What follows belongs to an exercise in optimizing a design on an open flow for small area; a production flow would make more cautious choices. Function was checked by simulation only, so behaviour that the tests miss may differ from the original. Power figures rest on the tool's default switching activity, not on a simulated workload.

## run a
==> flow/design.v <==
module MIPS(
	input clk,
	input rst_n,
	input cpu_en,
	input [7:0] data_read,
	input ram_send,
	input ram_receive,
	output reg cpu_send,
	output reg cpu_receive,
	output reg cpu_ready,
	output reg [15:0] data_addr,
	output reg [7:0] data_store,
	output reg [1:0] mem_ctrl,
	output reg done
	);
	localparam IDLE = 3'b000, IF = 3'b001, ID = 3'b011, EX = 3'b111, MEM = 3'b110, WB = 3'b100;
	wire rst = ~(rst_n & cpu_en);
	reg [15:0] PC, IR, temp, rt, rsr;
	reg [2:0] state;
	reg lv;
	reg [1:0] cnt;
	reg delay_cnt, delay_en;
	wire s_idle = state == IDLE;
	wire s_if   = state == IF;
	wire s_id   = state == ID;
	wire s_ex   = state == EX;
	wire s_mem  = state == MEM;
	wire s_wb   = state == WB;
	wire [3:0] OP = IR[15:12];
	wire [2:0] funct = IR[2:0];
	wire [5:0] im = IR[5:0];
	wire rtype = OP == 4'b0000;
	wire is_lw = OP == 4'b1100;
	wire is_sw = OP == 4'b1101;
	wire is_br = OP[3:1] == 3'b111;
	wire is_j  = OP[3:1] == 3'b010;
	wire c0 = cnt == 2'd0;
	wire c1 = cnt == 2'd1;
	wire c2 = cnt == 2'd2;
	wire bus_rd = s_if | (s_mem & is_lw);
	wire bus_wr = s_mem & is_sw;
	wire rd_hs = cpu_receive & ram_send;
	wire rd_cap = bus_rd & ~c2 & ram_send & ~cpu_receive;
	wire wr_hs = cpu_send & ram_receive;
	reg [15:0] S0, S1, S2, S3, S4, S5, S6, S7;
	reg [2:0] q;
	reg [1:0] clr;
	wire rw_win = s_id | s_ex;
	wire [15:0] rs = rsr;
	wire is_jr = rtype & funct == 3'b111;
	wire ex1 = s_ex & ~lv;
	reg taken;
	wire mem1 = s_mem & ~lv;
	wire br_step = is_br & taken & ((s_mem & lv) | s_wb | (s_idle & ~lv));
	wire j_step1 = ex1 & is_j;
	wire j_step2 = is_j & ((s_ex & lv) | s_mem | (s_wb & ~lv)) & (q[1:0] == 2'd3);
	wire op_and = rtype ? funct == 3'b101 : OP[2:0] == 3'b010;
	wire op_or  = rtype ? funct == 3'b110 : OP[2:0] == 3'b011;
	wire op_slt = rtype & funct == 3'b100;
	wire op_zero = ~rtype & OP[2];
	wire [2:0] n_st = rst ? IDLE : lv ? {state[1:0], ~state[2]} : state;
	wire n_lv = ~rst & ~lv & (c2 | ~(bus_rd | bus_wr));
	wire [1:0] n_cnt = rst ? 2'd0 : (bus_rd | bus_wr) ? (c2 ? 2'd0 : cnt + {1'b0, bus_rd ? rd_hs : wr_hs}) : cnt;
	wire n_taken = mem1 ? eq ^ OP[0] : taken;
	wire [2:0] n_q = rst ? 3'd0 : q - 3'd1;
	wire n_idle = n_st == IDLE;
	wire n_if = n_st == IF;
	wire n_ex = n_st == EX;
	wire n_mem = n_st == MEM;
	wire n_wb = n_st == WB;
	wire n_ex1 = n_ex & ~n_lv;
	wire n_mem1 = n_mem & ~n_lv;
	wire n_br_step = is_br & n_taken & ((n_mem & n_lv) | n_wb | (n_idle & ~n_lv));
	wire n_j_step = is_j & (n_ex1 | (((n_ex & n_lv) | n_mem | (n_wb & ~n_lv)) & n_q[1:0] == 2'd3));
	reg b_rt, sub, a_pc, b_im, b_two, cin;
	wire n_sub = ~rst & s_ex & lv & (rtype ? (funct[2:1] == 2'b01 || funct == 3'b100) : (OP[3] & (OP[2:0] == 3'b001 || OP[2:1] == 2'b11)));
	always @(posedge clk) begin
		b_rt <= ~rst & s_ex & lv & ((rtype & ~is_jr) | is_br);
		sub <= n_sub;
		a_pc <= ~rst & (n_if | n_j_step | n_br_step);
		b_im <= ~rst & ((n_mem1 & OP[3:2] == 2'b10) | (n_mem & (is_lw | is_sw)) | (n_br_step & n_lv));
		b_two <= ~rst & ((n_if & n_cnt == 2'd2) | n_j_step);
		cin <= ~rst & (n_sub | (n_cnt == 2'd1 & (n_if | n_mem)) | n_br_step);
	end
	wire [15:0] alu_b0 = b_rt ? rt : {10'd0, im & {6{b_im}}};
	wire [15:0] alu_b = (sub ? ~alu_b0 : alu_b0) | {14'd0, b_two, 1'b0};
	wire [15:0] alu_a = a_pc ? PC : rs;
	wire [16:0] alu_sum;
	wire [16:0] alu_c;
	assign alu_c[0] = cin;
	genvar gi;
	generate for (gi = 0; gi < 16; gi = gi + 1) begin : g_add
		assign alu_sum[gi] = alu_a[gi] ^ alu_b[gi] ^ alu_c[gi];
		assign alu_c[gi+1] = (alu_a[gi] & alu_b[gi]) | (alu_c[gi] & (alu_a[gi] ^ alu_b[gi]));
	end endgenerate
	assign alu_sum[16] = alu_c[16];
	wire eq = alu_sum[15:0] == 16'd0;
	wire s_and = op_and & ~op_zero;
	wire s_or = op_or & ~op_zero;
	wire s_slt = op_slt;
	wire s_sum = ~op_and & ~op_or & ~op_slt & ~op_zero;
	wire [15:0] alu_res = ({16{s_sum}} & alu_sum[15:0]) | ({16{s_and}} & rs & alu_b0) | ({16{s_or}} & (rs | alu_b0)) | {15'd0, s_slt & ~alu_sum[16]};
	wire ex_temp = (mem1 & (rtype ? ~is_jr : OP[3:2] == 2'b10)) | (ex1 & OP[3:1] == 3'b110);
	wire [7:0] cap_byte = s_if ? (cnt[0] ? IR[7:0] : IR[15:8]) : (cnt[0] ? temp[7:0] : temp[15:8]);
	wire cap_eq = cap_byte == data_read;
	wire [7:0] st_byte = cnt[0] ? rt[7:0] : rt[15:8];
	wire [7:0] dr = data_read & {8{~rst}};
	always @(posedge clk) begin
		cpu_ready <= ~rst & delay_en & ~delay_cnt;
		delay_cnt <= ~rst & delay_en;
	end
	always @(posedge clk) begin
		if (rw_win & IR[10:9] == q[1:0]) rsr <= (IR[11] ^ q[2]) ? S4 : S0;
		if (rw_win & IR[7:6] == q[1:0]) rt <= (IR[8] ^ q[2]) ? S4 : S0;
	end
	wire wb_we = (s_wb | s_idle) & (rtype | OP[3:2] == 2'b10 | is_lw);
	wire jal_we = j_step2 & OP[0];
	wire [2:0] wa = jal_we ? 3'd7 : rtype ? IR[5:3] : IR[8:6];
	wire zap = rst | (clr != 2'd0);
	wire w_any = (wb_we | jal_we) & wa[1:0] == q[1:0];
	wire w1 = zap | (w_any & ~(wa[2] ^ q[2]));
	wire w5 = zap | (w_any & (wa[2] ^ q[2]));
	wire [15:0] wd = (jal_we ? PC : temp) & {16{~zap}};
	always @(posedge clk) begin
		S0 <= S7;
		S1 <= w1 ? wd : S0;
		S2 <= S1;
		S3 <= S2;
		S4 <= S3;
		S5 <= w5 ? wd : S4;
		S6 <= S5;
		S7 <= S6;
		q <= rst ? 3'd0 : q - 3'd1;
		clr <= rst ? 2'd3 : clr - {1'b0, clr != 2'd0};
	end
	always @(posedge clk) begin
		if (rst | (rd_cap & s_if & ~cnt[0])) IR[15:8] <= dr;
		if (rst | (rd_cap & s_if & cnt[0])) IR[7:0] <= dr;
		if (rst | ex_temp | (rd_cap & ~s_if & ~cnt[0])) temp[15:8] <= ex_temp ? alu_res[15:8] & {8{~rst}} : dr;
		if (rst | ex_temp | (rd_cap & ~s_if & cnt[0])) temp[7:0] <= ex_temp ? alu_res[7:0] & {8{~rst}} : dr;
	end
	always @(posedge clk)
		if (mem1) taken <= eq ^ OP[0];
	wire pc_j = j_step1 | j_step2;
	wire pc_sh = br_step & ~lv;
	wire pc_en = (s_if & c2) | (mem1 & is_jr) | pc_j | br_step;
	wire [15:0] pc_d = pc_j ? {alu_sum[15:12], IR[11:0]} : pc_sh ? {alu_sum[14:0], 1'b0} : alu_sum[15:0];
	always @(posedge clk)
		if (rst | pc_en) PC <= pc_d & {16{~rst}};
	wire da_zero = rst | s_ex | (s_mem & ~is_lw & ~is_sw);
	always @(posedge clk)
		if (da_zero | ((bus_rd | bus_wr) & ~c2)) data_addr <= alu_sum[15:0] & {16{~da_zero}};
	always @(posedge clk) begin
		if (rst | (s_mem & ~is_lw & ~c2)) data_store <= st_byte & {8{is_sw & ~rst}};
	end
	always @(posedge clk) begin
		if (rst) begin
			{cpu_receive, cpu_send} <= 2'b00;
			lv <= 1'b0;
			state <= IDLE;
			delay_en <= 1'b0;
			done <= 1'b0;
			mem_ctrl <= 2'd0;
			cnt <= 2'd0;
		end else begin
			if (lv) state <= {state[1:0], ~state[2]};
			lv <= ~lv & (c2 | ~(bus_rd | bus_wr));
			if (~s_wb) cpu_send <= bus_wr & ~c2 & ~wr_hs & (data_store == st_byte);
			if (s_idle | bus_rd | bus_wr) cpu_receive <= rd_cap & cap_eq;
			if (bus_rd & ~c2) delay_en <= ~rd_hs;
			if (s_idle | bus_rd | s_mem) mem_ctrl <= {bus_rd & ~c2, bus_wr & ~c2};
			if (bus_rd | bus_wr) cnt <= c2 ? 2'd0 : cnt + {1'b0, bus_rd ? rd_hs : wr_hs};
			if (s_wb | s_idle) done <= s_wb;
		end
	end
endmodule
Settings: LEC_CHECK=0, CAP_MARGIN=20, CORE_MARGIN=2, CORE_UTILIZATION=65, CTS_BUF_LIST=sky130_fd_sc_hd__clkbuf_8, CTS_CLUSTER_DIAMETER=60, CTS_CLUSTER_SIZE=16, SLEW_MARGIN=20; clock period 10.0 ns.
run.sh (not shown) runs the stock make flow with config.mk's settings and CLKGATE_MAP_FILE= SYNTH_SCRIPT=/design/flow/synth_recipe.tcl, a recipe that flattens the netlist after the stock synthesis.
diff inputs: run a => run b
Settings: CTS_CLUSTER_DIAMETER removed (was 60); CTS_BUF_LIST removed (was sky130_fd_sc_hd__clkbuf_8); CTS_CLUSTER_SIZE removed (was 16).
==> flow/flow/run.sh (new file) <==
#!/bin/bash
# The standard layout (standard.sh: standard synthesis through finish),
# with two changes:
#  - the port buffers are the platform's smallest buffer, buf_1;
#  - clock tree synthesis uses clkbuf_8 with clusters of up to 16 sinks
#    within 60 um, and inserts no dummy loads.
# make's full output goes to standard.log; ORFS keeps each step's log under
# orfs/logs.
set -euo pipefail
export BUFFER_PORTS_ARGS="-buffer_cell sky130_fd_sc_hd__buf_1"
export CTS_ARGS="-sink_clustering_enable -repair_clock_nets -buf_list sky130_fd_sc_hd__clkbuf_8 -sink_clustering_size 16 -sink_clustering_max_diameter 60 -dont_use_dummy_load"
bash standard.sh > standard.log 2>&1
==> flow/standard.sh (new file) <==
#!/bin/bash
# synth_recipe.tcl (not shown) runs the flow's synth.tcl, then flattens the netlist and writes it again
# the make line also repeats each setting of config.mk as NAME=value (left out here)
make -C /OpenROAD-flow-scripts/flow DESIGN_CONFIG=/design/flow/config.mk WORK_HOME=/design/flow/orfs CLKGATE_MAP_FILE= SYNTH_SCRIPT=/design/flow/synth_recipe.tcl "${@:-finish}"
removed: flow/run.sh
### Flow results
Sort run a and run b by power dissipated by switching net loads asc -> top: run b. Overall via count from detail_route (run b vs. run a) decreases by a few percent. Comparing run a and run b, the lower initial antenna violation count was measured on run b. Wire: run b routes less than run a. Comparing run a and run b, design area is lower on run b. Of run a and run b, the run reporting the lower post-synthesis to final-layout area growth was run b.

[static timing again, ports no longer ideal]
How much do the figures lean on ideal ports? The routed layouts below were timed once more, with nothing changed but the port constraints.
Step 1: set_driving_cell puts a clkbuf_16 on clk and a buf_2 on each other input, an assumption about the parent block.
Step 2 adds t to the input delays and takes it off the output delays; t is the mean of the earliest and latest rising clock arrival at the registers after step 1. Input paths then give back, and output paths get back, about the clock's delay inside the block.
Slacks: ideal ports / drivers / drivers and shift; pairs: ideal ports / drivers.
run | shift t [ns] | setup slack, ns | worst hold slack (ns)
run a | 0.589 | 0.735 / 0.735 / 0.735 | 0.306 / 0.306 / 0.306
run b | 0.558 | 0.720 / 0.720 / 0.720 | 0.280 / 0.280 / 0.280
After both steps every run listed still meets setup and hold.
